From an optimization exercise on the open Yosys and OpenROAD flow, aimed at small area, a short achievable clock period and few clock cycles; shortcuts taken in it are not production practice.
Function was checked by simulation only, so behaviour that the tests miss may differ from the original.
Power and IR drop assume default switching activity.

==> job 2885 <==
Design SET, start of the top module:
module SET ( clk , rst, en, central, radius, mode, busy, valid, candidate );
==> flow/config.mk <==
export PLATFORM = sky130hd
export DESIGN_NAME = SET
export DESIGN_NICKNAME = SET
export VERILOG_FILES = /design/flow/design.v
export SDC_FILE = /design/flow/constraint.sdc
export NUM_CORES = 4
export LEC_CHECK = 0
export ABC_AREA = 1
export CAP_MARGIN = 20
export CORE_MARGIN = 2
export CORE_UTILIZATION = 60
export SETUP_SLACK_MARGIN = 1.5
export SLEW_MARGIN = 20
==> flow/constraint.sdc <==
create_clock -name core_clock -period 9.0 [get_ports {clk}]
set_input_delay 1.8000 -clock core_clock [delete_from_list [all_inputs] [get_ports {clk}]]
set_output_delay 1.8000 -clock core_clock [all_outputs]
set_load 0.01 [all_outputs]
standard.sh (not shown) runs the stock make flow with config.mk's settings and CLKGATE_MAP_FILE= SYNTH_SCRIPT=/design/flow/synth_recipe.tcl, a recipe that flattens the netlist after the stock synthesis.
==> flow/flow/run.sh <==
#!/bin/bash
# Layout: the standard flow (standard.sh) with one change: buffer_ports
# puts a sky130_fd_sc_hd__buf_4 on every input and output port instead of the
# slow delay-cell buffer it picks by default. Every port still gets a buffer.
set -e
export BUFFER_PORTS_ARGS="-buffer_cell sky130_fd_sc_hd__buf_4"
bash standard.sh finish > standard.log 2>&1
==> job 7994 (differences from job 2885) <==
--- a/flow/design.v
+++ b/flow/design.v
@@ -263,16 +263,14 @@
 reg [6:0] cs1;
 reg [6:0] cs2;
 reg [6:0] cs3;
 reg [6:0] cs4;
 reg [6:0] cs5;
 reg [6:0] cs6;
 reg [6:0] cs7;
-reg [6:0] cs8;
-reg [6:0] cs9;
 wire pc1;
 wire pc2;
 assign pc1 = hit[0] ^ hit[10] ^ hit[11];
 assign pc2 = (hit[0] & hit[10]) | (hit[0] & hit[11]) | (hit[10] & hit[11]);
 wire pc3;
 wire pc4;
 assign pc3 = hit[12] ^ hit[13] ^ hit[14];
@@ -375,61 +373,71 @@
 assign pc52 = (pc3 & pc31) | (pc3 & pc33) | (pc31 & pc33);
 wire pc53;
 wire pc54;
 assign pc53 = pc35 ^ pc37 ^ pc39;
 assign pc54 = (pc35 & pc37) | (pc35 & pc39) | (pc37 & pc39);
 wire pc55;
 wire pc56;
-assign pc55 = pc10 ^ pc12 ^ pc14;
-assign pc56 = (pc10 & pc12) | (pc10 & pc14) | (pc12 & pc14);
+assign pc55 = pc41 ^ pc5 ^ pc7;
+assign pc56 = (pc41 & pc5) | (pc41 & pc7) | (pc5 & pc7);
 wire pc57;
 wire pc58;
-assign pc57 = pc16 ^ pc18 ^ pc2;
-assign pc58 = (pc16 & pc18) | (pc16 & pc2) | (pc18 & pc2);
+assign pc57 = pc10 ^ pc12 ^ pc14;
+assign pc58 = (pc10 & pc12) | (pc10 & pc14) | (pc12 & pc14);
 wire pc59;
 wire pc60;
-assign pc59 = pc20 ^ pc22 ^ pc24;
-assign pc60 = (pc20 & pc22) | (pc20 & pc24) | (pc22 & pc24);
+assign pc59 = pc16 ^ pc18 ^ pc2;
+assign pc60 = (pc16 & pc18) | (pc16 & pc2) | (pc18 & pc2);
 wire pc61;
 wire pc62;
-assign pc61 = pc26 ^ pc28 ^ pc30;
-assign pc62 = (pc26 & pc28) | (pc26 & pc30) | (pc28 & pc30);
+assign pc61 = pc20 ^ pc22 ^ pc24;
+assign pc62 = (pc20 & pc22) | (pc20 & pc24) | (pc22 & pc24);
 wire pc63;
 wire pc64;
-assign pc63 = pc32 ^ pc34 ^ pc36;
-assign pc64 = (pc32 & pc34) | (pc32 & pc36) | (pc34 & pc36);
+assign pc63 = pc26 ^ pc28 ^ pc30;
+assign pc64 = (pc26 & pc28) | (pc26 & pc30) | (pc28 & pc30);
 wire pc65;
 wire pc66;
-assign pc65 = pc38 ^ pc4 ^ pc40;
-assign pc66 = (pc38 & pc4) | (pc38 & pc40) | (pc4 & pc40);
+assign pc65 = pc32 ^ pc34 ^ pc36;
+assign pc66 = (pc32 & pc34) | (pc32 & pc36) | (pc34 & pc36);
 wire pc67;
 wire pc68;
-assign pc67 = pc42 ^ pc6 ^ pc8;
-assign pc68 = (pc42 & pc6) | (pc42 & pc8) | (pc6 & pc8);
+assign pc67 = pc38 ^ pc4 ^ pc40;
+assign pc68 = (pc38 & pc4) | (pc38 & pc40) | (pc4 & pc40);
 wire pc69;
 wire pc70;
-assign pc69 = pc44 ^ pc46 ^ pc48;
-assign pc70 = (pc44 & pc46) | (pc44 & pc48) | (pc46 & pc48);
+assign pc69 = pc42 ^ pc6 ^ pc8;
+assign pc70 = (pc42 & pc6) | (pc42 & pc8) | (pc6 & pc8);
 wire pc71;
 wire pc72;
-assign pc71 = pc50 ^ pc52 ^ pc54;
-assign pc72 = (pc50 & pc52) | (pc50 & pc54) | (pc52 & pc54);
+assign pc71 = pc44 ^ pc46 ^ pc48;
+assign pc72 = (pc44 & pc46) | (pc44 & pc48) | (pc46 & pc48);
+wire pc73;
+wire pc74;
+assign pc73 = pc50 ^ pc52 ^ pc54;
+assign pc74 = (pc50 & pc52) | (pc50 & pc54) | (pc52 & pc54);
+wire pc75;
+wire pc76;
+assign pc75 = pc56 ^ pc57 ^ pc59;
+assign pc76 = (pc56 & pc57) | (pc56 & pc59) | (pc57 & pc59);
+wire pc77;
+wire pc78;
+assign pc77 = pc58 ^ pc60 ^ pc62;
+assign pc78 = (pc58 & pc60) | (pc58 & pc62) | (pc60 & pc62);
 always @(posedge clk) begin
-  cs0 <= {1'b0,1'b0,1'b0,1'b0,pc56,pc55,pc41};
-  cs1 <= {1'b0,1'b0,1'b0,1'b0,pc58,pc57,pc5};
-  cs2 <= {1'b0,1'b0,1'b0,1'b0,pc60,pc59,pc7};
-  cs3 <= {1'b0,1'b0,1'b0,1'b0,pc62,pc61,pc9};
-  cs4 <= {1'b0,1'b0,1'b0,1'b0,pc64,pc63,pc43};
-  cs5 <= {1'b0,1'b0,1'b0,1'b0,pc66,pc65,pc45};
-  cs6 <= {1'b0,1'b0,1'b0,1'b0,pc68,pc67,pc47};
-  cs7 <= {1'b0,1'b0,1'b0,1'b0,pc70,pc69,pc49};
-  cs8 <= {1'b0,1'b0,1'b0,1'b0,pc72,pc71,pc51};
-  cs9 <= {1'b0,1'b0,1'b0,1'b0,1'b0,1'b0,pc53};
+  cs0 <= {1'b0,1'b0,1'b0,pc78,pc64,pc61,pc9};
+  cs1 <= {1'b0,1'b0,1'b0,1'b0,pc66,pc63,pc43};
+  cs2 <= {1'b0,1'b0,1'b0,1'b0,pc68,pc65,pc45};
+  cs3 <= {1'b0,1'b0,1'b0,1'b0,pc70,pc67,pc47};
+  cs4 <= {1'b0,1'b0,1'b0,1'b0,pc72,pc69,pc49};
+  cs5 <= {1'b0,1'b0,1'b0,1'b0,pc74,pc71,pc51};
+  cs6 <= {1'b0,1'b0,1'b0,1'b0,pc76,pc73,pc53};
+  cs7 <= {1'b0,1'b0,1'b0,1'b0,pc77,pc75,pc55};
 end
-assign candidate = {1'b0, cs0 + cs1 + cs2 + cs3 + cs4 + cs5 + cs6 + cs7 + cs8 + cs9};
+assign candidate = {1'b0, cs0 + cs1 + cs2 + cs3 + cs4 + cs5 + cs6 + cs7};
 always @(posedge clk or posedge rst)
   if (rst) valid <= 1'b0;
   else valid <= en;
 assign busy = valid;
 endmodule
 module chordm(i, o);
   input [7:0] i;
- SETUP_SLACK_MARGIN: 1.5 -> not set
==> notes <==
Job 2885 finished clean. Job 7994 finished with timing, DRC and antenna clean. Between job 7994 and job 2885, the lower sequential cell count is in job 7994 (gap 3). Against job 7994, the synthesized cell count of job 2885 is smaller by 0.70%. Wire length: job 2885 is larger than job 7994 (about 1.1%). Between job 2885 and job 7994, the lower sequential power is in job 7994 (gap about 10%, measured against job 7994). Between job 2885 and job 7994, the lower sequential share of layout area is in job 7994 (gap 0.25 points). Against job 7994, the clock-buffer cell count of job 2885 is higher by 1. Between job 2885 and job 7994, the lower worst setup slack is in job 7994 (gap 0.23 ns). Of job 7994 and job 2885, job 7994 has the higher die area (gap about 0.9%, measured against job 2885). Utilization is about the same in job 2885 and job 7994. Of job 7994 and job 2885, job 2885 has the higher total power (gap about 2.7%, measured against job 2885). Against job 2885, the final cell count of job 7994 is higher by 0.39%.
==> figures <==
                                                                                job 7994                 job 2885
Part of the cycle the worst path needs                                             0.828                    0.803
Least setup slack across all paths after layout                                  1.55 ns                  1.78 ns
Global-route met1 utilization                                                      0.592                    0.602
Starting density of the core                                                       0.609                    0.606
Critical path data arrival time                                                  7.60 ns                  7.38 ns
Placed Area                                                                    24700 µm²                24500 µm²
Global Route Usage Sum                                                             0.445                    0.456
Status                                                           complete, no violations  complete, no violations
Clock share of power                                                               0.024                    0.032
Wire length on met1                                                             37800 µm                 38600 µm
RePlAce Congestion                                                                  1.11                     1.09
Count of clock-net buffers in the final layout                                         4                        5
Sequential cell area share                                                        0.0212                   0.0238
Worst-path fanout max                                                                 31                       28
Core Box Area                                                                  39700 µm²                39500 µm²
Internal power of the cells                                                      1.96 mW                  2.03 mW
Clock-pin slew on the worst setup and hold paths                                 0.08 ns                  0.05 ns
Proportion of netlist area held by the largest area contributor                    0.279                    0.276
Worst setup path endpoint                                                         cs5[1]                   cs6[1]
Combinational share of power                                                       0.928                    0.916
Worst slack at placement                                                         1.66 ns                  1.78 ns
Post-layout net count                                                               5204                     5179
Met2 routed wirelength                                                          39200 µm                 40000 µm
Testbench counts of job 2885, summed over its fixed seeds: cycles 328.
Testbench counts of job 7994, summed over its fixed seeds: cycles 328.

## what the ideal ports hide
The results above use ideal ports. As a check the final layouts listed here were re-extracted and re-timed, cells and wires unchanged. Step 1 (the two cells are an assumption about what drives the block):
set clk [get_ports {clk}]
set_driving_cell -lib_cell sky130_fd_sc_hd__clkbuf_16 $clk
set_driving_cell -lib_cell sky130_fd_sc_hd__buf_2 [delete_from_list [all_inputs] $clk]
Step 2 adds t to the input delays and takes it off the output delays; t is the mean of the earliest and latest rising clock arrival at the registers after step 1. Input paths then give back, and output paths get back, about the clock's delay inside the block. Slacks: ideal / step 1 / step 2; pairs: ideal / step 1.
run	t (ns)	slack for setup (ns)	worst setup path after step 2	worst data-port slew with drivers (ns)	cell pins on the clock port's net
job 2885	0.306	1.776 / 1.781 / 1.475	input to register	0.04	1
job 7994	0.308	1.549 / 1.570 / 1.262	input to register	0.04	1
After both steps setup and hold are still met in every run listed. The setup slack of job 2885, which loses most, moves by +0.005 ns with the drivers and by -0.301 ns with both steps.
